What follows belongs to an exercise in optimizing a design on an open flow for small area and a short achievable clock period; a production flow would make more cautious choices. The RTL was checked by simulation tests, not by an equivalence proof against the original design. The clock port is modelled as an ideal driver, which makes a skipped or thinned clock tree look cheaper than it is; a real chip needs a root buffer or a tree. Power is estimated from default activity; no workload was simulated.

### flow/config.mk
export PLATFORM = sky130hd
export DESIGN_NAME = axis_dwidth_upsizer
export DESIGN_NICKNAME = axis_dwidth_upsizer
export VERILOG_FILES = /design/flow/design.v
export SDC_FILE = /design/flow/constraint.sdc
export NUM_CORES = 4
export LEC_CHECK = 0
export CAP_MARGIN = 20
export CORE_MARGIN = 2
export CORE_UTILIZATION = 40
export SLEW_MARGIN = 20
export SYNTH_HIERARCHICAL = 1
export SYNTH_MINIMUM_KEEP_SIZE = 0
### flow/constraint.sdc
create_clock -name core_clock -period 3.5 [get_ports {aclk}]
set_input_delay 0.7000 -clock core_clock [delete_from_list [all_inputs] [get_ports {aclk}]]
set_output_delay 0.7000 -clock core_clock [all_outputs]
set_load 0.01 [all_outputs]
### flow/design.v
module axis_upsizer_slot_bit (
    input  logic dn,
    input  logic q,
    input  logic h,
    output logic y
);
  assign y = (~dn & ~h) | (q & h);
endmodule
module axis_dwidth_upsizer #(
  parameter WIDTH      = 32,  
  parameter NUM_REG    =  4  
)(
    input  logic aclk,
    input  logic aresetn,
    input  logic s_axis_tvalid,
    output logic s_axis_tready,
    input  logic [WIDTH-1:0] s_axis_tdata,
    input  logic s_axis_tlast,
    output logic m_axis_tvalid,
    input  logic m_axis_tready,
    output logic [WIDTH*NUM_REG-1:0] m_axis_tdata,
    output logic m_axis_tlast
);
  logic [NUM_REG*WIDTH-1:0] s_reg;
  logic       full;           
  logic       vld;            
  logic       rdy;            
  logic       tl;             
  logic       zero_n;         
  logic [NUM_REG-1:0] hold;   
  wire  [NUM_REG-1:0] pos = ~hold;   
  wire acc   = ~(full | vld);
  wire [WIDTH-1:0] din_n = ~(s_axis_tdata & {WIDTH{zero_n}});
  logic [NUM_REG*WIDTH-1:0] s_next;
  genvar k, b;
  generate
    for (k = 0; k < NUM_REG; k = k + 1) begin : g_slot
      for (b = 0; b < WIDTH; b = b + 1) begin : g_bit
        axis_upsizer_slot_bit u_bit (
          .dn(din_n[b]), .q(s_reg[(NUM_REG-1-k)*WIDTH+b]), .h(hold[k]),
          .y(s_next[(NUM_REG-1-k)*WIDTH+b]));
      end
    end
  endgenerate
  always @(posedge aclk)
    s_reg <= s_next;
  wire step = s_axis_tvalid | tl;
  logic [NUM_REG-1:0] pos_n;
  logic full_n, vld_n, tl_n;
  always @* begin
    pos_n[0] = (pos[0] & ~s_axis_tvalid) | (vld & m_axis_tready);
    pos_n[1] = (pos[1] & ~step) | (pos[0] & s_axis_tvalid);
    pos_n[2] = (pos[2] & ~step) | (pos[1] & step);
    pos_n[3] = (pos[3] & ~step) | (pos[2] & step);
    full_n = pos[3] & step;
    vld_n  = full | (vld & ~m_axis_tready);
    tl_n   = (acc & s_axis_tlast) | (tl & ~(vld & m_axis_tready));
  end
  always @(posedge aclk) begin
    if (aresetn == 0) begin
      full <= 0;
      vld  <= 0;
      rdy  <= 1;
      tl   <= 0;
      zero_n <= 1;
      hold <= ~1;
    end else begin
      full <= full_n;
      vld  <= vld_n;
      rdy  <= ~vld_n;
      tl   <= tl_n;
      zero_n <= ~(tl_n & ~pos_n[0]);
      hold <= ~pos_n;
    end
  end
  assign s_axis_tready = rdy;
  assign m_axis_tvalid = vld;
  assign m_axis_tdata  = s_reg;
  assign m_axis_tlast  = tl;
endmodule
### flow/flow/run.sh
#!/bin/bash
# Standard ORFS layout with:
# - the smallest buffer cell for the port buffers (buffer_ports otherwise picks
#   a clock delay buffer);
# - every pin placed by flow/io_pins.tcl, a data bit's pins together, and each
#   bit's cells moved next to its pins before detailed placement
#   (flow/bit_place.tcl);
# - a two-level clock tree of inverters, four fed by the clock port and eight
#   driving the registers (flow/clock_tree.tcl), then a setup repair aimed at
#   FLOW_REPAIR_MARGIN, a downsizing of cells with slack to spare, and a
#   second repair, all at the end of the CTS step (flow/post_cts.tcl).
# ORFS's own output goes to orfs_make.log; each tool's log stays in orfs/logs/.
set -euo pipefail
F=$(cd "$(dirname "$0")" && pwd)
export FLOW_REPAIR_MARGIN=${FLOW_REPAIR_MARGIN:-2.17}
export FLOW_RECOVER=${FLOW_RECOVER:-100}
export FLOW_REPAIR_ARGS=${FLOW_REPAIR_ARGS:-}
CTS="-sink_clustering_enable -dont_use_dummy_load -buf_list sky130_fd_sc_hd__clkbuf_16"
bash standard.sh BUFFER_PORTS_ARGS="-buffer_cell sky130_fd_sc_hd__buf_1" CTS_ARGS="$CTS" \
  PRE_IO_PLACEMENT_TCL="$F/io_pins.tcl" PRE_DETAIL_PLACE_TCL="$F/bit_place.tcl" POST_CTS_TCL="$F/post_cts.tcl" finish > orfs_make.log 2>&1
### flow/flow/bit_place.tcl
# Run before ORFS's detailed placement (PRE_DETAIL_PLACE_TCL): moves each data
# bit's cells next to its pins (flow/io_pins.tcl puts a bit's pins together):
# the port buffers by the pin, each output's register and the gate that feeds
# it behind its buffer, the input's gate behind the input buffer. Detailed
# placement then makes the placement legal.
proc my_net_driver { net } {
  foreach it [$net getITerms] {
    if { [$it isOutputSignal] } { return [$it getInst] }
  }
  return "NULL"
}
proc my_net_loads { net } {
  set r {}
  foreach it [$net getITerms] {
    if { [$it isInputSignal] } { lappend r [$it getInst] }
  }
  return $r
}
proc my_inst_pin_net { inst pin } {
  foreach it [$inst getITerms] {
    if { [[$it getMTerm] getName] eq $pin } { return [$it getNet] }
  }
  return "NULL"
}
proc my_put { inst px py nx ny depth } {
  if { $inst eq "NULL" } { return }
  if { [$inst isFixed] } { return }
  set m [$inst getMaster]
  set w [$m getWidth]
  set h [$m getHeight]
  # Centre the cell on the point depth inside the pin, along the inward normal.
  set x [expr {int($px + $nx * $depth - $w / 2)}]
  set y [expr {int($py + $ny * $depth - $h / 2)}]
  $inst setLocation $x $y
  $inst setPlacementStatus PLACED
}
proc my_bit_place { } {
  set block [ord::get_db_block]
  set dbu [$block getDbUnitsPerMicron]
  set die [$block getDieArea]
  set W [$die xMax]
  set H [$die yMax]
  set um [expr {double($dbu)}]
  foreach bt [$block getBTerms] {
    set name [$bt getName]
    if { ![string match "*_tdata*" $name] } { continue }
    set bb [$bt getBBox]
    set px [expr {([$bb xMin] + [$bb xMax]) / 2}]
    set py [expr {([$bb yMin] + [$bb yMax]) / 2}]
    if { $py <= [expr {$um}] } { set nx 0; set ny 1
    } elseif { $py >= $H - $um } { set nx 0; set ny -1
    } elseif { $px <= [expr {$um}] } { set nx 1; set ny 0
    } else { set nx -1; set ny 0 }
    set net [$bt getNet]
    if { [string match "m_axis_tdata*" $name] } {
      set buf [my_net_driver $net]
      if { $buf eq "NULL" } { continue }
      my_put $buf $px $py $nx $ny [expr {4 * $um}]
      set reg [my_net_driver [my_inst_pin_net $buf A]]
      if { $reg eq "NULL" } { continue }
      my_put $reg $px $py $nx $ny [expr {8 * $um}]
      set dnet [my_inst_pin_net $reg D]
      if { $dnet ne "NULL" } {
        my_put [my_net_driver $dnet] $px $py $nx $ny [expr {12 * $um}]
      }
    } else {
      foreach buf [my_net_loads $net] {
        my_put $buf $px $py $nx $ny [expr {4 * $um}]
        set onet [my_inst_pin_net $buf X]
        if { $onet eq "NULL" } { continue }
        foreach g [my_net_loads $onet] {
          my_put $g $px $py $nx $ny [expr {14 * $um}]
        }
      }
    }
  }
}
my_bit_place
### flow/flow/clock_tree.tcl
# Replaces the clock tree that CTS built with a single level of clock buffers:
# the clock port drives NLEAF buffers, each placed at the middle of a balanced
# geometric cluster of the registers and driving that cluster's clock pins.
proc my_clock_tree { nleaf master } {
  set block [ord::get_db_block]
  set root [$block findNet aclk]
  set mbuf [[ord::get_db] findMaster $master]

  # Walk the old tree from the port: buffers and inverters, and the register clock pins.
  set sinks {}
  set old_insts {}
  set old_nets {}
  set todo [list $root]
  while { [llength $todo] } {
    set net [lindex $todo 0]
    set todo [lrange $todo 1 end]
    foreach it [$net getITerms] {
      if { ![$it isInputSignal] && [$it getIoType] ne "INPUT" } { continue }
      set inst [$it getInst]
      set m [$inst getMaster]
      if { [$m isSequential] } {
        lappend sinks $it
      } else {
        lappend old_insts $inst
        foreach o [$inst getITerms] {
          if { [$o isOutputSignal] && [$o getNet] ne "NULL" } {
            lappend old_nets [$o getNet]
            lappend todo [$o getNet]
          }
        }
      }
    }
  }
  puts "clock_tree: [llength $sinks] sinks, removing [llength $old_insts] old clock cells"
  foreach it $sinks { $it disconnect }
  foreach inst $old_insts { odb::dbInst_destroy $inst }
  foreach net $old_nets { odb::dbNet_destroy $net }

  # Balanced split into nleaf groups (nleaf a power of 2): alternately by x and by y.
  set pts {}
  foreach it $sinks {
    set box [[$it getInst] getBBox]
    lappend pts [list [expr {([$box xMin] + [$box xMax]) / 2}] [expr {([$box yMin] + [$box yMax]) / 2}] $it]
  }
  set groups [list $pts]
  set axis 0
  if { [info exists ::env(FLOW_CLK_SPLIT)] && $::env(FLOW_CLK_SPLIT) eq "edge" && $nleaf == 4 } {
    # One group per die edge: each register goes with the edge nearest to it.
    set die [$block getDieArea]
    set W [$die xMax]
    set H [$die yMax]
    set groups [list {} {} {} {}]
    foreach p $pts {
      set x [lindex $p 0]
      set y [lindex $p 1]
      set d [list $y [expr {$W - $x}] [expr {$H - $y}] $x]
      set e [lsearch -exact $d [tcl::mathfunc::min {*}$d]]
      lset groups $e [concat [lindex $groups $e] [list $p]]
    }
  }
  while { [llength $groups] < $nleaf } {
    set next {}
    foreach g $groups {
      set s [lsort -integer -index $axis $g]
      set h [expr {[llength $s] / 2}]
      lappend next [lrange $s 0 [expr {$h - 1}]] [lrange $s $h end]
    }
    set groups $next
    set axis [expr {1 - $axis}]
  }

  set i 0
  foreach g $groups {
    set sx 0; set sy 0
    foreach p $g { incr sx [lindex $p 0]; incr sy [lindex $p 1] }
    set cx [expr {$sx / [llength $g]}]
    set cy [expr {$sy / [llength $g]}]
    set buf [odb::dbInst_create $block $mbuf "clkbuf_leaf_${i}_aclk"]
    $buf setSourceType TIMING
    $buf setLocation $cx $cy
    $buf setPlacementStatus PLACED
    set net [odb::dbNet_create $block "clknet_leaf_${i}_aclk"]
    $net setSigType CLOCK
    foreach it [$buf getITerms] {
      if { [$it isInputSignal] } { $it connect $root }
      if { [$it isOutputSignal] } { $it connect $net }
    }
    foreach p $g { [lindex $p 2] connect $net }
    puts "clock_tree: leaf $i at ($cx, $cy) drives [llength $g] sinks"
    incr i
  }
}

# Two-level version: the clock port drives NROOT cells (ROOT_MASTER), each
# driving NLEAF / NROOT leaf cells (LEAF_MASTER) that drive the registers. With
# inverters at both levels the registers see the clock's own polarity.
proc my_clock_tree2 { nroot nleaf root_master leaf_master } {
  set block [ord::get_db_block]
  set root [$block findNet aclk]
  set mroot [[ord::get_db] findMaster $root_master]
  set mleaf [[ord::get_db] findMaster $leaf_master]

  set sinks {}
  set old_insts {}
  set old_nets {}
  set todo [list $root]
  while { [llength $todo] } {
    set net [lindex $todo 0]
    set todo [lrange $todo 1 end]
    foreach it [$net getITerms] {
      if { ![$it isInputSignal] && [$it getIoType] ne "INPUT" } { continue }
      set inst [$it getInst]
      if { [[$inst getMaster] isSequential] } {
        lappend sinks $it
      } else {
        lappend old_insts $inst
        foreach o [$inst getITerms] {
          if { [$o isOutputSignal] && [$o getNet] ne "NULL" } {
            lappend old_nets [$o getNet]
            lappend todo [$o getNet]
          }
        }
      }
    }
  }
  puts "clock_tree: [llength $sinks] sinks, removing [llength $old_insts] old clock cells"
  foreach it $sinks { $it disconnect }
  foreach inst $old_insts { odb::dbInst_destroy $inst }
  foreach net $old_nets { odb::dbNet_destroy $net }

  # Balanced split into nleaf groups, alternately by x and by y; groups 2i and
  # 2i+1 (and so on up) come from the same parent, so they lie side by side.
  set pts {}
  foreach it $sinks {
    set box [[$it getInst] getBBox]
    lappend pts [list [expr {([$box xMin] + [$box xMax]) / 2}] [expr {([$box yMin] + [$box yMax]) / 2}] $it]
  }
  set groups [list $pts]
  set axis 0
  while { [llength $groups] < $nleaf } {
    set next {}
    foreach g $groups {
      set s [lsort -integer -index $axis $g]
      set h [expr {[llength $s] / 2}]
      lappend next [lrange $s 0 [expr {$h - 1}]] [lrange $s $h end]
    }
    set groups $next
    set axis [expr {1 - $axis}]
  }

  set per [expr {$nleaf / $nroot}]
  for { set r 0 } { $r < $nroot } { incr r } {
    set mine [lrange $groups [expr {$r * $per}] [expr {($r + 1) * $per - 1}]]
    set rnet [odb::dbNet_create $block "clknet_root_${r}_aclk"]
    $rnet setSigType CLOCK
    set lx {}; set ly {}
    foreach g $mine {
      set i [expr {$r * $per + [lsearch -exact $mine $g]}]
      set sx 0; set sy 0
      foreach p $g { incr sx [lindex $p 0]; incr sy [lindex $p 1] }
      set cx [expr {$sx / [llength $g]}]
      set cy [expr {$sy / [llength $g]}]
      lappend lx $cx; lappend ly $cy
      set buf [odb::dbInst_create $block $mleaf "clkbuf_leaf_${i}_aclk"]
      $buf setSourceType TIMING
      $buf setLocation $cx $cy
      $buf setPlacementStatus PLACED
      set net [odb::dbNet_create $block "clknet_leaf_${i}_aclk"]
      $net setSigType CLOCK
      foreach it [$buf getITerms] {
        if { [$it isInputSignal] } { $it connect $rnet }
        if { [$it isOutputSignal] } { $it connect $net }
      }
      foreach p $g { [lindex $p 2] connect $net }
      puts "clock_tree: leaf $i at ($cx, $cy) drives [llength $g] sinks"
    }
    set rx [expr {int([tcl::mathop::+ {*}$lx] / [llength $lx])}]
    set ry [expr {int([tcl::mathop::+ {*}$ly] / [llength $ly])}]
    set rb [odb::dbInst_create $block $mroot "clkbuf_root_${r}_aclk"]
    $rb setSourceType TIMING
    $rb setLocation $rx $ry
    $rb setPlacementStatus PLACED
    foreach it [$rb getITerms] {
      if { [$it isInputSignal] } { $it connect $root }
      if { [$it isOutputSignal] } { $it connect $rnet }
    }
    puts "clock_tree: root $r at ($rx, $ry)"
  }
}
### flow/flow/io_pins.tcl
# Run before ORFS's pin placement (PRE_IO_PLACEMENT_TCL): places every pin along
# the die edge in a fixed order, so that each data bit's pins sit together: for
# bit b the four output bits that can hold input bit b (one per slot) with
# s_axis_tdata[b] in their middle, and the control pins together.
proc my_place_pins { } {
  set block [ord::get_db_block]
  set die [$block getDieArea]
  set W [$die xMax]
  set H [$die yMax]
  set n 4
  set w 32
  set seq {}
  for { set b 0 } { $b < $w } { incr b } {
    if { $b == $w / 2 } {
      lappend seq s_axis_tvalid s_axis_tready s_axis_tlast aresetn aclk m_axis_tvalid m_axis_tready m_axis_tlast
    }
    lappend seq "m_axis_tdata\[[expr {3 * $w + $b}]\]" "m_axis_tdata\[[expr {2 * $w + $b}]\]" \
      "s_axis_tdata\[$b\]" "m_axis_tdata\[[expr {$w + $b}]\]" "m_axis_tdata\[$b\]"
  }
  set npins [llength $seq]
  # Walk the edge counterclockwise from the bottom left corner, keeping clear of corners.
  set corner 3000
  set eh [expr {$W - 2 * $corner}]
  set ev [expr {$H - 2 * $corner}]
  set perim [expr {2 * ($eh + $ev)}]
  set step [expr {double($perim) / $npins}]
  set i 0
  foreach name $seq {
    set d [expr {($i + 0.5) * $step}]
    if { $d < $eh } {
      set x [expr {$corner + $d}]; set y 0; set layer $::env(IO_PLACER_V); set size {0.14 0.485}
    } elseif { $d < $eh + $ev } {
      set x $W; set y [expr {$corner + $d - $eh}]; set layer $::env(IO_PLACER_H); set size {0.8 0.3}
    } elseif { $d < 2 * $eh + $ev } {
      set x [expr {$W - $corner - ($d - $eh - $ev)}]; set y $H; set layer $::env(IO_PLACER_V); set size {0.14 0.485}
    } else {
      set x 0; set y [expr {$H - $corner - ($d - 2 * $eh - $ev)}]; set layer $::env(IO_PLACER_H); set size {0.8 0.3}
    }
    set dbu [$block getDbUnitsPerMicron]
    place_pin -pin_name $name -layer $layer -location [list [expr {double($x) / $dbu}] [expr {double($y) / $dbu}]] \
      -pin_size $size -force_to_die_boundary
    incr i
  }
}
my_place_pins
### flow/flow/post_cts.tcl
# Run at the end of ORFS's CTS step (POST_CTS_TCL), before the step saves its results.
source [file join [file dirname [info script]] clock_tree.tcl]
# The clock port drives four inverters, each driving two inverters that drive
# an eighth of the registers.
set clk_cells {sky130_fd_sc_hd__inv_8 sky130_fd_sc_hd__inv_12}
if { [info exists ::env(FLOW_CLK_TWO)] } { set clk_cells $::env(FLOW_CLK_TWO) }
if { [info exists ::env(FLOW_CLK_MASTER)] } {
  my_clock_tree 4 $::env(FLOW_CLK_MASTER)
} else {
  my_clock_tree2 4 8 {*}$clk_cells
}
detailed_placement
estimate_parasitics -placement
if { [info exists ::env(FLOW_REPAIR_MARGIN)] } {
  repair_timing -setup -setup_margin $::env(FLOW_REPAIR_MARGIN) {*}$::env(FLOW_REPAIR_ARGS) -verbose
  if { [info exists ::env(FLOW_RECOVER)] } {
    repair_timing -recover_power $::env(FLOW_RECOVER) -setup_margin $::env(FLOW_REPAIR_MARGIN) -verbose
    repair_timing -setup -setup_margin $::env(FLOW_REPAIR_MARGIN) {*}$::env(FLOW_REPAIR_ARGS) -verbose
  }
  detailed_placement
  estimate_parasitics -placement
}
report_clock_latency
report_checks -format end -group_path_count 5
### flow/standard.sh
#!/bin/bash
# synth_recipe.tcl (not shown) runs the flow's synth.tcl, then flattens the netlist and writes it again
# the make line also repeats each setting of config.mk as NAME=value (left out here)
make -C /OpenROAD-flow-scripts/flow DESIGN_CONFIG=/design/flow/config.mk WORK_HOME=/design/flow/orfs CLKGATE_MAP_FILE= SYNTH_SCRIPT=/design/flow/synth_recipe.tcl "${@:-finish}"
==> impl_metrics.env, run 1 <==
export IMPL_max_freq_mhz=748
export IMPL_finalHoldViolCount=0
export IMPL_drt_iter0_drc=189
export IMPL_grt_ovfl_total=0
export IMPL_n_antenna_cell=0
export IMPL_gp_congestion=0.722
export IMPL_p_leak_nw=2.05
export IMPL_largest_register_ffs=128
export IMPL_rows=37
export IMPL_clkSinkCount=137
export IMPL_area_growth_pct=24.3
export IMPL_grt_max_degree=67
export IMPL_io_pins=0
export IMPL_fillers=946
export IMPL_tns_ns=0
export IMPL_cp_start_kind="primary input"
export IMPL_synth_area_um2=4110
export IMPL_drive_gt1_frac=0.0399
export IMPL_drc=0
export IMPL_drv_slew=0
export IMPL_grt_setup_unrepaired="no"
export IMPL_syn_area_per_cell_um2=9.16
export IMPL_crit_path_max_incr_delay_ns=0.27
export IMPL_grt_pass1_wl_um=16700
export IMPL_cellPowerDensity_nw_per_um2=691
export IMPL_crit_buf_inv=1
export IMPL_grt_antenna_before_repair=0
export IMPL_tightest_slew_ns=0.667
export IMPL_fin_nets=666
export IMPL_relSlewSlack=0.555
export IMPL_firstDrtPassIters=5
export IMPL_critPathTopFamily="compound AO/OA/AOI/OAI gates"
export IMPL_end_kind="flip-flop"
export IMPL_clkTransAtPathRegs_ns=0.06
export IMPL_ys_ff_latch=137
export IMPL_vias_per_cell=4.96
export IMPL_synth_fp_nets=486
export IMPL_grt_pass1_vias=3559
export IMPL_critPathMaxFanout=7
export IMPL_crit_type="in2reg"
export IMPL_die_h_um=105
export IMPL_irDropWorstVdd_v=0.000461
export IMPL_finalCoreUtilization=0.504
export IMPL_outcome="complete, no violations"
export IMPL_routedWlPerCell_um=13.5
export IMPL_crit_slowest_cell="clkbuf_1"
export IMPL_synth_seq_area_share=0.667
export IMPL_setup_viol=0
export IMPL_vias=3788
export IMPL_clk_latency_ns=0.11
export IMPL_initial_core_util=0.406
export IMPL_skew_ns=0.00383
export IMPL_yosysWarnings=7
export IMPL_dp_hpwl_um=6940
export IMPL_fin_crit_sh=0.382
export IMPL_final_min_clock_period_ns=1.34
export IMPL_path_cells="clkbuf_1, o21ai_0, a21oi_1, nand2_1"
export IMPL_synthCells=449
export IMPL_track_usage=0.184
export IMPL_hold_path_class="reg2reg"
export IMPL_detail_route_antenna_nets=0
export IMPL_required_ns=3.50
export IMPL_routed_wl_um=10300
export IMPL_die_area_um2=11100
export IMPL_synth_cell_types=16
export IMPL_die_x_um=105
export IMPL_worstPathArrival_ns=1.34
export IMPL_core_um2=10100
export IMPL_cap_violations=0
export IMPL_portBuffers=167
## metal layers
metal  track usage  part of all wire  vias up
met3        0.0377             0.069       19
met1         0.222              0.42     1729
met5             0                 0        -
met2         0.318              0.49      174
met4        0.0800             0.021        0
li1              -                 -     1866
## metrics by stage
step                cell area (um2)  hold slack, ns  setup slack (ns)  cells  total power [mW]
finish                         5110           0.449              2.16    763              3.53
global route                   5110           0.466              2.06    763              3.74
detailed placement             4910           0.442              1.88    750              2.84
global placement               4910           0.435              1.97    750              2.81
floorplan                      4110           0.441              1.72    449              2.49
## modules after synthesis (local to each module, per instance)
| module | flip-flops and latches | cells | times used | area (um2) |
|---|---|---|---|---|
| axis_dwidth_upsizer | 137 | 193 | 1 | 2990 |
| axis_upsizer_slot_bit | 0 | 2 | 128 | 8.76 |
## synth_stat cells, drive strengths merged
cell / instances / area (um2)
a21bo: 1 / 10.0
a21oi: 1 / 5.00
and2: 1 / 6.26
buf: 3 / 15.0
dfxtp: 137 / 2740
inv: 1 / 3.75
nand2: 163 / 612
nand2b: 1 / 6.26
nand3: 2 / 10.0
nor2: 1 / 3.75
nor2b: 2 / 12.5
nor3: 1 / 5.00
nor3b: 1 / 7.51
o21ai: 134 / 674
## report_power, final
group          switching, mW  internal [mW]
registers              0.244           1.88
logic                  0.414          0.238
clock network          0.582          0.174
total                   1.24           2.29
## final timing paths
kind | startpoint | endpoint | slack, ns | cells past startpoint
max | aresetn | zero_n | 2.16 | 4
min reg2reg | s_reg[17] | s_reg[17] | 0.45 | 2
max reg2reg | zero_n | s_reg[64] | 2.23 | 3
min | s_reg[17] | s_reg[17] | 0.45 | 2
## layout by cell type, fill, tap and decap left out, drive strengths merged
cell    instances
nand2         163
buf           163
dfxtp         137
o21ai         134
inv            13
clkbuf          6
nand3           2
nor2b           2
nor2            1
nor3            1
a21oi           1
nand2b          1
a21bo           1
and2            1
nor3b           1
## logic make-up after synthesis
logic type / Yosys count / synth area share
and+or+nand+nor: 172 / 0.161
AOI/OAI and AO/OA: 136 / 0.168
DFF: 137 / 0.667
buffers and inverters: 4 / 0.00456
## area by class of cell
class	count	area (um2)	share of cell area
Tap cell	136	170	0.0333
Clock inverter	12	175	0.0343
Timing Repair Buffer	169	646	0.126
Multi-Input combinational cell	308	1350	0.264
Inverter	1	3.75	0.000734
Sequential cell	137	2770	0.542
## worst reg2reg max path, delay by kind of cell, from the launching register on
family,cells,cell delay (ns)
DFF,1,0.48
buffers and inverters,1,0.31
AOI/OAI and AO/OA,1,0.24
and+or+nand+nor,1,0.14
==> run 2, diff against run 1 <==
--- a/flow/flow/post_cts.tcl
+++ b/flow/flow/post_cts.tcl
@@ -17,8 +17,17 @@
     repair_timing -recover_power $::env(FLOW_RECOVER) -setup_margin $::env(FLOW_REPAIR_MARGIN) -verbose
     repair_timing -setup -setup_margin $::env(FLOW_REPAIR_MARGIN) {*}$::env(FLOW_REPAIR_ARGS) -verbose
   }
-  detailed_placement
-  estimate_parasitics -placement
 }
+# The control inputs each feed several gates: give them a stronger port buffer
+# than the repair, working from estimated wires, sees a need for.
+foreach port {aresetn s_axis_tvalid s_axis_tlast m_axis_tready} {
+  foreach it [[[[ord::get_db_block] findBTerm $port] getNet] getITerms] {
+    if { [$it isInputSignal] } {
+      replace_cell [[$it getInst] getName] sky130_fd_sc_hd__buf_4
+    }
+  }
+}
+detailed_placement
+estimate_parasitics -placement
 report_clock_latency
 report_checks -format end -group_path_count 5
==> run 2 against run 1 <==
Die area unchanged. Cell count did not move. Routed wire length increased by 0.13%. First-iteration DRC count shrank 11%. Global-route usage unchanged. Sequential power about the same. Clock power about the same. Hold slack about the same. Combinational power about the same. Critical path type is now reg2out. Critical endpoint is now m_axis_tdata[127]. Largest power group unchanged. Highest routed layer unchanged.
==> impl_metrics.env, run 2 <==
export IMPL_portBuffers=167
export IMPL_drt_iter0_drc=168
export IMPL_critPathTopFamily="flip-flops"
export IMPL_syn_area_per_cell_um2=9.16
export IMPL_crit_buf_inv=1
export IMPL_synth_seq_area_share=0.667
export IMPL_synth_area_um2=4110
export IMPL_grt_ovfl_total=0
export IMPL_dp_hpwl_um=6940
export IMPL_io_pins=0
export IMPL_cap_violations=0
export IMPL_gp_congestion=0.722
export IMPL_grt_max_degree=67
export IMPL_detail_route_antenna_nets=0
export IMPL_synth_ff_type="dfxtp_1"
export IMPL_area_growth_pct=24.6
export IMPL_initial_core_util=0.406
export IMPL_yosysWarnings=7
export IMPL_cp_start_kind="flip-flop"
export IMPL_fin_nets=666
export IMPL_grt_antenna_before_repair=0
export IMPL_largest_register_ffs=128
export IMPL_routed_wl_um=10300
export IMPL_ys_ff_latch=137
export IMPL_rows=37
export IMPL_final_min_clock_period_ns=1.34
export IMPL_swShare=0.351
export IMPL_firstDrtPassIters=5
export IMPL_skew_ns=0.00441
export IMPL_hold_ws_ns=0.449
export IMPL_end_kind="output pin"
export IMPL_relSlewSlack=0.556
export IMPL_cp_depth=1
export IMPL_irDropWorstVdd_v=0.000461
export IMPL_layout_common_cells="nand2_1, buf_1, dfxtp_1"
export IMPL_finalHoldViolCount=0
export IMPL_comb_power_share=0.185
export IMPL_total_power_mw=3.54
export IMPL_synth_area_leaders="dfxtp_1, o21ai_1, nand2_1, buf_2, nor2b_1"
export IMPL_clkTransAtPathRegs_ns=0.06
export IMPL_routed_wl_met2_um=5050
export IMPL_wl_met1_um=4330
export IMPL_vias_per_cell=4.96
export IMPL_grt_pass1_vias=3561
export IMPL_topRoutingLayerUsed="met4"
export IMPL_clkSinkCount=137
export IMPL_required_ns=2.80
export IMPL_tns_ns=0
export IMPL_p_sw_mw=1.24
export IMPL_die_area_um2=11100
export IMPL_crit_path_max_incr_delay_ns=0.35
export IMPL_die_h_um=105
export IMPL_cellPowerDensity_nw_per_um2=690
export IMPL_outcome="complete, no violations"
export IMPL_synth_fp_nets=486
export IMPL_synth_top_cell_area_share=0.667
export IMPL_worstPathArrival_ns=0.64
export IMPL_p_int_mw=2.29
export IMPL_synth_cell_types=16
export IMPL_critPathMaxFanout=2
export IMPL_setup_viol=0
export IMPL_synthCells=449
export IMPL_clk_latency_ns=0.11
export IMPL_clkPwrFrac=0.214
export IMPL_grt_pass1_wl_um=16700
export IMPL_whs_path_depth=2
export IMPL_drv_slew=0
export IMPL_drc=0
export IMPL_r2r_cells=3
export IMPL_routedWlPerCell_um=13.5
export IMPL_route_met3_wl_um=712
export IMPL_pwr_share_seq=0.601
export IMPL_die_x_um=105
export IMPL_fin_crit_sh=0.382
export IMPL_synth_edff_count=0
export IMPL_synth_top_cells_by_count="nand2_1, dfxtp_1, o21ai_1"
export IMPL_vias=3781
export IMPL_grt_setup_unrepaired="no"
export IMPL_drive_gt1_frac=0.0463
export IMPL_crit_slowest_cell="dfxtp_1"
export IMPL_max_freq_mhz=748
export IMPL_ys_async_sr_fraction=0
export IMPL_synth_most_common_cell="nand2_1"
export IMPL_core_um2=10100
export IMPL_yosysTopAreaCell="dfxtp_1"
export IMPL_mostFrequentLayoutCell="nand2_1"
export IMPL_p_leak_nw=2.07
export IMPL_track_usage=0.184
export IMPL_path_cells="buf_1"
export IMPL_crit_type="reg2out"
export IMPL_hold_path_class="reg2reg"
export IMPL_tightest_slew_ns=0.666
export IMPL_n_antenna_cell=0
## run 2: cell counts after synthesis
No cell type changed its count.
## run 2: final timing paths
| kind | startpoint | endpoint | slack [ns] |
|---|---|---|---|
| hold / removal | s_reg[17] | s_reg[17] | 0.45 |
| setup reg to reg | zero_n | s_reg[64] | 2.22 |
| hold reg to reg | s_reg[17] | s_reg[17] | 0.45 |
| setup / recovery | s_reg[127] | m_axis_tdata[127] | 2.16 |
## run 2: per-stage QoR
stage | utilization | cells | setup WS [ns] | instance area [um2]
detailed placement | 0.484 | 750 | 1.88 | 4910
global route | 0.506 | 763 | 2.07 | 5130
floorplan | - | 449 | 1.72 | 4110
global placement | 0.484 | 750 | 1.97 | 4910
finish | 0.506 | 763 | 2.16 | 5130
## run 2: logic make-up (layout without fill, tap and decap cells)
family / after synthesis / count (layout) / synth area share
buffers and inverters: 4 / 182 / 0.00456
DFF: 137 / 137 / 0.667
and+or+nand+nor: 172 / 172 / 0.161
AOI/OAI and AO/OA: 136 / 136 / 0.168
## run 2: worst min-delay path, stage by stage (launching register included)
cell and delay, ns:
dfxtp_1 0.31, nand2_1 0.05, o21ai_1 0.05
## run 2: Yosys stat by module, one instance, submodules excluded
module	times used	flops+latches	area [um2]
axis_dwidth_upsizer	1	137	2990
axis_upsizer_slot_bit	128	0	8.76
## run 2: power by group through the flow
stage                     combinational [mW]  sequential, mW  clock [mW]
final                                  0.654            2.13       0.757
after global routing                   0.744            2.16       0.837
after detailed placement               0.684            2.16           0
after global placement                 0.675            2.13           0
after floorplan                        0.244            2.25           0
## run 2: final cells by class
class,instances,area (um2)
fill,945,5010
timing repair buffer,169,661
tap,136,170
inverter,1,3.75
multi-input combinational,308,1350
sequential,137,2770
clock inverter,12,175
## run 2: layer usage
| layer | GRT usage | up-vias |
|---|---|---|
| li1 | - | 1864 |
| met1 | 0.222 | 1723 |
| met2 | 0.318 | 179 |
| met3 | 0.0377 | 15 |
| met4 | 0.0800 | 0 |
| met5 | 0 | - |
==> run 3, diff against run 2 <==
==> flow/flow/bit_place.tcl (replaced) <==
# Run before ORFS's detailed placement (PRE_DETAIL_PLACE_TCL): moves each data
# bit's cells next to its pins (flow/io_pins.tcl puts a bit's pins together).
# Each output's port buffer goes in the row or column of cells next to the die
# edge at its pin; the register driving it, with the gates that make the
# register's next value, goes just inside: along a left or right edge in the
# buffer's row, along a bottom or top edge in its own row (one per slot) above
# or below the buffers. The input's port buffer and the gate it feeds go next
# to the input pin. Detailed placement then makes the placement legal.
proc my_net_driver { net } {
  foreach it [$net getITerms] {
    if { [$it isOutputSignal] } { return [$it getInst] }
  }
  return "NULL"
}
proc my_net_loads { net } {
  set r {}
  foreach it [$net getITerms] {
    if { [$it isInputSignal] } { lappend r [$it getInst] }
  }
  return $r
}
proc my_inst_pin_net { inst pin } {
  foreach it [$inst getITerms] {
    if { [[$it getMTerm] getName] eq $pin } { return [$it getNet] }
  }
  return "NULL"
}
proc my_at { inst x y } {
  if { $inst eq "NULL" || [$inst isFixed] } { return }
  $inst setLocation [expr {int($x)}] [expr {int($y)}]
  $inst setPlacementStatus PLACED
}
proc my_width { inst } { return [[$inst getMaster] getWidth] }
# The register's next-value cells: the driver of D and, among that driver's
# inputs, the ones driven by a cell that feeds nothing else.
proc my_next_cells { reg } {
  set r {}
  set dnet [my_inst_pin_net $reg D]
  if { $dnet eq "NULL" } { return $r }
  set g [my_net_driver $dnet]
  if { $g eq "NULL" } { return $r }
  lappend r $g
  foreach it [$g getITerms] {
    if { ![$it isInputSignal] || [$it getNet] eq "NULL" } { continue }
    set n [$it getNet]
    set d [my_net_driver $n]
    if { $d ne "NULL" && [llength [my_net_loads $n]] == 1 && ![[$d getMaster] isSequential] } {
      lappend r $d
    }
  }
  return $r
}
proc my_bit_place { } {
  set block [ord::get_db_block]
  set core [$block getCoreArea]
  set cx0 [$core xMin]; set cy0 [$core yMin]; set cx1 [$core xMax]; set cy1 [$core yMax]
  set die [$block getDieArea]
  set W [$die xMax]; set H [$die yMax]
  set rowh 2720
  foreach row [$block getRows] { set rowh [[$row getSite] getHeight]; break }
  # Slot index of each output bit.
  foreach bt [$block getBTerms] {
    set name [$bt getName]
    if { ![regexp {^(m|s)_axis_tdata\[(\d+)\]$} $name -> dir idx] } { continue }
    set bb [$bt getBBox]
    set px [expr {([$bb xMin] + [$bb xMax]) / 2}]
    set py [expr {([$bb yMin] + [$bb yMax]) / 2}]
    if { $py < $cy0 } { set edge b } elseif { $py > $cy1 } { set edge t } elseif { $px < $cx0 } { set edge l } else { set edge r }
    set net [$bt getNet]
    if { $dir eq "m" } {
      set buf [my_net_driver $net]
      if { $buf eq "NULL" } { continue }
      set reg [my_net_driver [my_inst_pin_net $buf A]]
      set chain [list $buf]
      if { $reg ne "NULL" } { lappend chain $reg {*}[my_next_cells $reg] }
      set slot [expr {3 - $idx / 32}]
    } else {
      set chain {}
      foreach buf [my_net_loads $net] {
        lappend chain $buf
        set onet [my_inst_pin_net $buf X]
        if { $onet ne "NULL" } { lappend chain {*}[my_net_loads $onet] }
      }
      set slot -1
    }
    switch $edge {
      l - r {
        # The pin's row; the cells in a line going inward from the edge.
        set y [expr {$cy0 + int(($py - $cy0) / $rowh) * $rowh}]
        if { $y > $cy1 - $rowh } { set y [expr {$cy1 - $rowh}] }
        set x [expr {$edge eq "l" ? $cx0 : $cx1}]
        foreach c $chain {
          set w [my_width $c]
          if { $edge eq "l" } { my_at $c $x $y; set x [expr {$x + $w}] } else { set x [expr {$x - $w}]; my_at $c $x $y }
        }
      }
      b - t {
        # The buffer in the edge row under the pin; the rest in a row of their
        # own, one per slot (the input's in the row after the four slots).
        set c0 [lindex $chain 0]
        set x [expr {$px - [my_width $c0] / 2}]
        set r0 [expr {$edge eq "b" ? $cy0 : $cy1 - $rowh}]
        my_at $c0 $x $r0
        set k [expr {$slot < 0 ? 5 : $slot + 1}]
        set y [expr {$edge eq "b" ? $cy0 + $k * $rowh : $cy1 - ($k + 1) * $rowh}]
        set rest [lrange $chain 1 end]
        set tw 0
        foreach c $rest { incr tw [my_width $c] }
        # Line the group's cells up centred on the group: the pins of one bit
        # span about the width of one register and its gates.
        set x [expr {$px - $tw / 2}]
        foreach c $rest { my_at $c $x $y; set x [expr {$x + [my_width $c]}] }
      }
    }
  }
}
my_bit_place
==> run 3 against run 2 <==
Still clean on timing, DRC and antenna. Maximum frequency rose by 0.42%. Setup slack gained 0.0056 ns. Global-route usage is 1.2 points lower. Cell count stayed put. Register-to-register slack barely moved. Sequential power about the same. Core utilization barely moved. Power decreased by 0.56%. Highest routed layer unchanged.
==> impl_metrics.env, run 3 <==
export IMPL_tns_ns=0
export IMPL_relSlewSlack=0.581
export IMPL_routed_wl_um=9480
export IMPL_synth_simple_gate_area_share=0.161
export IMPL_crit_path_max_incr_delay_ns=0.36
export IMPL_synth_edff_count=0
export IMPL_grt_setup_unrepaired="no"
export IMPL_largest_register_ffs=128
export IMPL_fillers=855
export IMPL_cp_start_kind="flip-flop"
export IMPL_skew_ns=0.00635
export IMPL_grt_antenna_before_repair=0
export IMPL_clkTransAtPathRegs_ns=0.06
export IMPL_vias_per_cell=4.62
export IMPL_required_ns=2.80
export IMPL_n_antenna_cell=0
export IMPL_mostFrequentLayoutCell="nand2_1"
export IMPL_drv_slew=0
export IMPL_setup_viol=0
export IMPL_end_kind="output pin"
export IMPL_clk_latency_ns=0.11
export IMPL_outcome="complete, no violations"
export IMPL_r2r_cells=3
export IMPL_tightest_slew_ns=0.628
export IMPL_crit_type="reg2out"
export IMPL_synthMuxAreaShare=0
export IMPL_initial_core_util=0.406
export IMPL_area_growth_pct=24.6
export IMPL_gp_congestion=0.722
export IMPL_critPathMaxFanout=2
export IMPL_grt_ovfl_total=0
export IMPL_p_leak_nw=2.06
export IMPL_worstPathArrival_ns=0.63
export IMPL_synth_ff_type="dfxtp_1"
export IMPL_synth_top_cell_area_share=0.667
export IMPL_ys_ff_latch=137
export IMPL_total_power_mw=3.52
export IMPL_synth_xor_area_frac=0
export IMPL_portBuffers=167
export IMPL_crit_slowest_cell="dfxtp_1"
export IMPL_dp_hpwl_um=6410
export IMPL_hold_path_class="reg2reg"
export IMPL_whs_path_depth=2
export IMPL_synth_top_family_by_area="compound AO/OA/AOI/OAI gates"
export IMPL_path_cells="buf_1"
export IMPL_synth_area_um2=4110
export IMPL_synthAdderAreaFrac=0
export IMPL_synth_top_cells_by_count="nand2_1, dfxtp_1, o21ai_1"
export IMPL_firstDrtPassIters=7
export IMPL_seq_area_um2=2770
export IMPL_synth_compound_area_frac=0.168
export IMPL_rows=37
export IMPL_drt_iter0_drc=235
export IMPL_vias=3524
export IMPL_ys_async_sr_fraction=0
export IMPL_synth_most_common_cell="nand2_1"
export IMPL_synth_cell_types=16
export IMPL_crit_buf_inv=1
export IMPL_yosysTopAreaCell="dfxtp_1"
export IMPL_synth_seq_area_share=0.667
export IMPL_layout_common_cells="nand2_1, buf_1, dfxtp_1"
export IMPL_io_pins=0
export IMPL_irDropWorstVdd_v=0.000361
export IMPL_grt_pass1_wl_um=15600
export IMPL_track_usage=0.173
export IMPL_synth_fp_nets=486
export IMPL_critPathTopFamily="flip-flops"
export IMPL_finalHoldViolCount=0
export IMPL_fin_crit_sh=0.381
export IMPL_fin_nets=666
export IMPL_clkSinkCount=137
export IMPL_die_x_um=105
export IMPL_drive_gt1_frac=0.0463
export IMPL_multi_input_area_um2=1350
export IMPL_max_freq_mhz=751
export IMPL_grt_pass1_vias=3278
export IMPL_detail_route_antenna_nets=0
export IMPL_syn_area_per_cell_um2=9.16
export IMPL_cellPowerDensity_nw_per_um2=686
export IMPL_cp_depth=1
export IMPL_final_min_clock_period_ns=1.33
export IMPL_synth_area_leaders="dfxtp_1, o21ai_1, nand2_1, buf_2, nor2b_1"
export IMPL_cap_violations=0
export IMPL_yosysWarnings=7
export IMPL_die_h_um=105
export IMPL_drc=0
export IMPL_routedWlPerCell_um=12.4
export IMPL_grt_max_degree=67
export IMPL_core_um2=10100
export IMPL_die_area_um2=11100
export IMPL_synthCells=449
==> run 3: cell types whose count changed in the layout (fill, tap and decap cells not counted) <==
cell     previous run  this run
dfxtp_2             0         1
o21ai_0           127       128
o21ai_1             7         6
dfxtp_4             7         6
==> run 3: layer usage <==
metal | share of wire | GRT usage | vias to the layer above
li1 | - | - | 1863
met1 | 0.45 | 0.220 | 1477
met2 | 0.47 | 0.286 | 157
met3 | 0.061 | 0.0346 | 27
met4 | 0.023 | 0.0705 | 0
met5 | 0 | 0 | -
==> run 3: area by class of cell <==
cell class,instances,share of cell area
Tap cell,136,0.0332
Sequential cell,137,0.540
Multi-Input combinational cell,308,0.263
Inverter,1,0.000732
Timing Repair Buffer,169,0.129
Clock inverter,12,0.0342
==> run 3: logic make-up (layout without fill, tap and decap cells) <==
| family | Yosys count | in the layout |
|---|---|---|
| AO/OA/AOI/OAI | 136 | 136 |
| buffers and inverters | 4 | 182 |
| flip-flops | 137 | 137 |
| AND/OR/NAND/NOR | 172 | 172 |
==> run 3: worst paths after layout <==
kind / endpoint / from / slack [ns]
min reg2reg: s_reg[110] / s_reg[110] / 0.45
min: s_reg[110] / s_reg[110] / 0.45
max: m_axis_tdata[22] / s_reg[22] / 2.17
max reg2reg: s_reg[72] / zero_n / 2.21
==> run 3: per-stage QoR <==
| stage | cells | hold slack (ns) | instance area [um2] | utilization | setup WS (ns) |
|---|---|---|---|---|---|
| after floorplan | 449 | 0.441 | 4110 | - | 1.72 |
| after global placement | 750 | 0.435 | 4910 | 0.484 | 1.97 |
| after detailed placement | 750 | 0.441 | 4910 | 0.484 | 1.91 |
| after global routing | 763 | 0.466 | 5120 | 0.505 | 2.04 |
| final | 763 | 0.451 | 5120 | 0.505 | 2.17 |
==> run 3: power by group <==
part / total [mW] / switching [mW] / internal [mW] / leakage (nW)
clock network: 0.752 / 0.578 / 0.174 / 0.0826
logic: 0.649 / 0.410 / 0.239 / 0.832
registers: 2.12 / 0.234 / 1.88 / 1.15
total: 3.52 / 1.22 / 2.29 / 2.06
==> run 3: per-module statistics from Yosys (local to each module, per instance) <==
module                 flip-flops and latches  copies in the design  cells inside  cell area, um2
axis_upsizer_slot_bit                       0                   128             2            8.76
axis_dwidth_upsizer                       137                     1           193            2990
==> run 4, diff against run 3 <==
==> flow/flow/io_pins.tcl (replaced) <==
# Run before ORFS's pin placement (PRE_IO_PLACEMENT_TCL): places every pin along
# the die edge in a fixed order, so that each data bit's pins sit together: for
# bit b the four output bits that can hold input bit b (one per slot) with
# s_axis_tdata[b] in their middle, and the control pins together.
proc my_place_pins { } {
  set block [ord::get_db_block]
  set die [$block getDieArea]
  set W [$die xMax]
  set H [$die yMax]
  set n 4
  set w 32
  set seq {}
  for { set b 0 } { $b < $w } { incr b } {
    if { $b == $w / 2 } {
      lappend seq s_axis_tvalid s_axis_tready s_axis_tlast aresetn aclk m_axis_tvalid m_axis_tready m_axis_tlast
    }
    lappend seq "m_axis_tdata\[[expr {3 * $w + $b}]\]" "m_axis_tdata\[[expr {2 * $w + $b}]\]" \
      "s_axis_tdata\[$b\]" "m_axis_tdata\[[expr {$w + $b}]\]" "m_axis_tdata\[$b\]"
  }
  set npins [llength $seq]
  # Pins on the left and right edges sit at row centres, one per row, so that
  # each gets a row of its own for its cells; the rest share the bottom and top
  # edges evenly. Corners are kept clear.
  set corner 3000
  if { [info exists ::env(FLOW_PIN_CORNER)] } { set corner $::env(FLOW_PIN_CORNER) }
  set core [$block getCoreArea]
  set rowh 2720
  foreach row [$block getRows] { set rowh [[$row getSite] getHeight]; break }
  set ys {}
  for { set y [expr {[$core yMin] + $rowh / 2}] } { $y < [$core yMax] } { incr y $rowh } {
    if { $y >= $corner && $y <= $H - $corner } { lappend ys $y }
  }
  set nlr [llength $ys]
  set ntb [expr {($npins - 2 * $nlr + 1) / 2}]
  set nb $ntb
  set nt [expr {$npins - 2 * $nlr - $nb}]
  set locs {}
  set span [expr {$W - 2 * $corner}]
  for { set i 0 } { $i < $nb } { incr i } {
    lappend locs [list [expr {$corner + ($i + 0.5) * $span / $nb}] 0 $::env(IO_PLACER_V) {0.14 0.485}]
  }
  foreach y $ys { lappend locs [list $W $y $::env(IO_PLACER_H) {0.8 0.3}] }
  for { set i 0 } { $i < $nt } { incr i } {
    lappend locs [list [expr {$W - $corner - ($i + 0.5) * $span / $nt}] $H $::env(IO_PLACER_V) {0.14 0.485}]
  }
  foreach y [lreverse $ys] { lappend locs [list 0 $y $::env(IO_PLACER_H) {0.8 0.3}] }
  set i 0
  foreach name $seq {
    lassign [lindex $locs $i] x y layer size
    set dbu [$block getDbUnitsPerMicron]
    place_pin -pin_name $name -layer $layer -location [list [expr {double($x) / $dbu}] [expr {double($y) / $dbu}]] \
      -pin_size $size -force_to_die_boundary
    incr i
  }
}
my_place_pins
==> run 4 against run 3 <==
Via count down 0.94%. Sequential share of layout area increased by 0.098 points. Register-to-register slack gained 0.02 ns. Critical path depth did not move. Power up 0.11%. Highest routed layer unchanged. Still clean on timing, DRC and antenna.
==> impl_metrics.env, run 4 <==
export IMPL_finalNonFillerCells=762
export IMPL_crit_slowest_cell="dfxtp_1"
export IMPL_drv_slew=0
export IMPL_synth_xor_area_frac=0
export IMPL_end_kind="output pin"
export IMPL_dp_hpwl_um=6480
export IMPL_critPathMaxFanout=2
export IMPL_die_area_um2=11100
export IMPL_routed_wl_um=9530
export IMPL_vias_per_cell=4.58
export IMPL_synthAdderAreaFrac=0
export IMPL_crit_path_max_incr_delay_ns=0.35
export IMPL_portBuffers=167
export IMPL_clkSinkCount=137
export IMPL_grt_antenna_before_repair=0
export IMPL_total_power_mw=3.52
export IMPL_mostFrequentLayoutCell="nand2_1"
export IMPL_clkPwrFrac=0.215
export IMPL_synth_area_um2=4110
export IMPL_synth_compound_area_frac=0.168
export IMPL_relSlewSlack=0.584
export IMPL_synth_ff_type="dfxtp_1"
export IMPL_grt_max_degree=67
export IMPL_finalHoldViolCount=0
export IMPL_grt_pass1_vias=3166
export IMPL_critPathTopFamily="flip-flops"
export IMPL_irDropWorstVdd_v=0.000416
export IMPL_layout_common_cells="nand2_1, buf_1, o21ai_0"
export IMPL_ys_async_sr_fraction=0
export IMPL_dp_cells=750
export IMPL_drt_iter0_drc=273
export IMPL_synth_top_cells_by_count="nand2_1, dfxtp_1, o21ai_1"
export IMPL_rows=37
export IMPL_final_area_um2=5120
export IMPL_synth_top_family_by_area="compound AO/OA/AOI/OAI gates"
export IMPL_cellPowerDensity_nw_per_um2=687
export IMPL_pwr_share_seq=0.601
export IMPL_tightest_slew_ns=0.624
export IMPL_grt_setup_unrepaired="no"
export IMPL_grt_pass1_wl_um=15400
export IMPL_die_x_um=105
export IMPL_gp_congestion=0.759
export IMPL_drc=0
export IMPL_swShare=0.348
export IMPL_drive_gt1_frac=0.0511
export IMPL_path_cells="buf_1"
export IMPL_yosysWarnings=7
export IMPL_synth_top_cell_area_share=0.667
export IMPL_detail_route_antenna_nets=0
export IMPL_synth_simple_gate_area_share=0.161
export IMPL_vias=3491
export IMPL_required_ns=2.80
export IMPL_fin_nets=665
export IMPL_final_min_clock_period_ns=1.33
export IMPL_ys_ff_latch=137
export IMPL_n_antenna_cell=0
export IMPL_cp_start_kind="flip-flop"
export IMPL_synthMuxAreaShare=0
export IMPL_area_growth_pct=24.6
export IMPL_synth_seq_area_share=0.667
export IMPL_fin_crit_sh=0.380
export IMPL_hold_path_class="reg2reg"
export IMPL_crit_type="reg2out"
export IMPL_max_freq_mhz=753
export IMPL_yosysTopAreaCell="dfxtp_1"
export IMPL_setup_viol=0
export IMPL_firstDrtPassIters=4
export IMPL_skew_ns=0.00648
export IMPL_io_pins=0
export IMPL_outcome="complete, no violations"
export IMPL_initial_core_util=0.406
export IMPL_p_int_mw=2.30
export IMPL_grt_ovfl_total=0
export IMPL_synth_area_leaders="dfxtp_1, o21ai_1, nand2_1, buf_2, nor2b_1"
export IMPL_p_leak_nw=2.07
export IMPL_gr_max_usage_layer="met2"
export IMPL_synth_fp_nets=486
export IMPL_largest_register_ffs=128
export IMPL_cap_violations=0
export IMPL_place_area_um2=4910
export IMPL_grt_use_met1=0.209
export IMPL_synth_cell_types=16
export IMPL_tns_ns=0
export IMPL_core_um2=10100
export IMPL_die_h_um=105
export IMPL_p_sw_mw=1.23
export IMPL_use_met2=0.291
export IMPL_routedWlPerCell_um=12.5
export IMPL_worstPathArrival_ns=0.63
export IMPL_comb_power_share=0.184
export IMPL_synthCells=449
export IMPL_crit_buf_inv=1
export IMPL_syn_area_per_cell_um2=9.16
export IMPL_track_usage=0.172
export IMPL_clkTransAtPathRegs_ns=0.06
export IMPL_gr_usage_met3=0.0519
export IMPL_synth_edff_count=0
export IMPL_clk_latency_ns=0.11
export IMPL_synth_most_common_cell="nand2_1"
[run 4: cell counts after synthesis]
No cell type changed its count.
[run 4: power groups by stage]
stage	clock network [mW]	registers [mW]	logic [mW]
final	0.756	2.12	0.647
after detailed placement	0	2.15	0.677
after global routing	0.835	2.16	0.738
after floorplan	0	2.25	0.244
after global placement	0	2.13	0.676
[run 4: cells by family (layout without fill, tap and decap cells)]
| family | Yosys count | in the layout |
|---|---|---|
| compound gates | 136 | 136 |
| buf+inv | 4 | 181 |
| flops | 137 | 137 |
| simple gates | 172 | 172 |
[run 4: path summary, 6_finish.rpt]
kind / startpoint / end / slack, ns / cells after the start
max: s_reg[122] / m_axis_tdata[122] / 2.17 / 1
min: s_reg[117] / s_reg[117] / 0.45 / 2
max reg2reg: zero_n / s_reg[104] / 2.23 / 3
min reg2reg: s_reg[117] / s_reg[117] / 0.45 / 2
[run 4: modules after synthesis, one instance, submodules excluded]
module                 area [um2]  cells inside
axis_dwidth_upsizer          2990           193
axis_upsizer_slot_bit        8.76             2
[run 4: cell type report]
| cell class | instances | area [um2] |
|---|---|---|
| fillers | 862 | 5010 |
| flip-flops and latches | 137 | 2770 |
| multi-input cells | 308 | 1350 |
| repair buffers | 168 | 656 |
| clock inverters | 12 | 175 |
| well taps | 136 | 170 |
| inverters | 1 | 3.75 |
[run 4: metal layers]
| metal | up-vias | wire length [um] |
|---|---|---|
| li1 | 1867 | - |
| met1 | 1482 | 4250 |
| met5 | - | 0 |
| met2 | 129 | 4570 |
| met4 | 0 | 162 |
| met3 | 13 | 551 |
[run 4: stage by stage]
stage	hold WS, ns	util	setup slack, ns
after floorplan	0.441	-	1.72
after global placement	0.435	0.484	1.97
after detailed placement	0.442	0.484	1.88
after global routing	0.471	0.505	1.98
final	0.451	0.505	2.17

==> re-timing with driven ports <==
How much do the figures lean on ideal ports? The routed layouts below were timed once more, with nothing changed but the port constraints.
Step 1 sets driving cells, clkbuf_16 on the clock port and buf_2 on the other inputs (assumed; they add their load-dependent delay and slew).
Step 2, shift: input delay + t, output delay - t, t = (earliest + latest rising clock arrival at the registers) / 2. This alone moves slack from input paths to output paths.
Slacks: no drivers / after step 1 / after step 2; pairs: no drivers / after step 1.
| run | t, ns | setup WS [ns] | worst setup path at the end | worst register clock-pin slew, ns |
|---|---|---|---|---|
| run 1 | 0.240 | 2.163 / 2.032 / 2.032 | input to register | 0.06 / 0.06 |
| run 2 | 0.240 | 2.162 / 2.031 / 2.189 | input to register | 0.06 / 0.06 |
| run 3 | 0.232 | 2.168 / 2.045 / 2.187 | input to register | 0.07 / 0.07 |
| run 4 | 0.236 | 2.171 / 2.043 / 2.168 | input to register | 0.07 / 0.07 |
After both steps setup and hold are still met in every run listed. The setup slack of run 1, which loses most, moves by -0.131 ns with the drivers and by -0.131 ns with both steps.
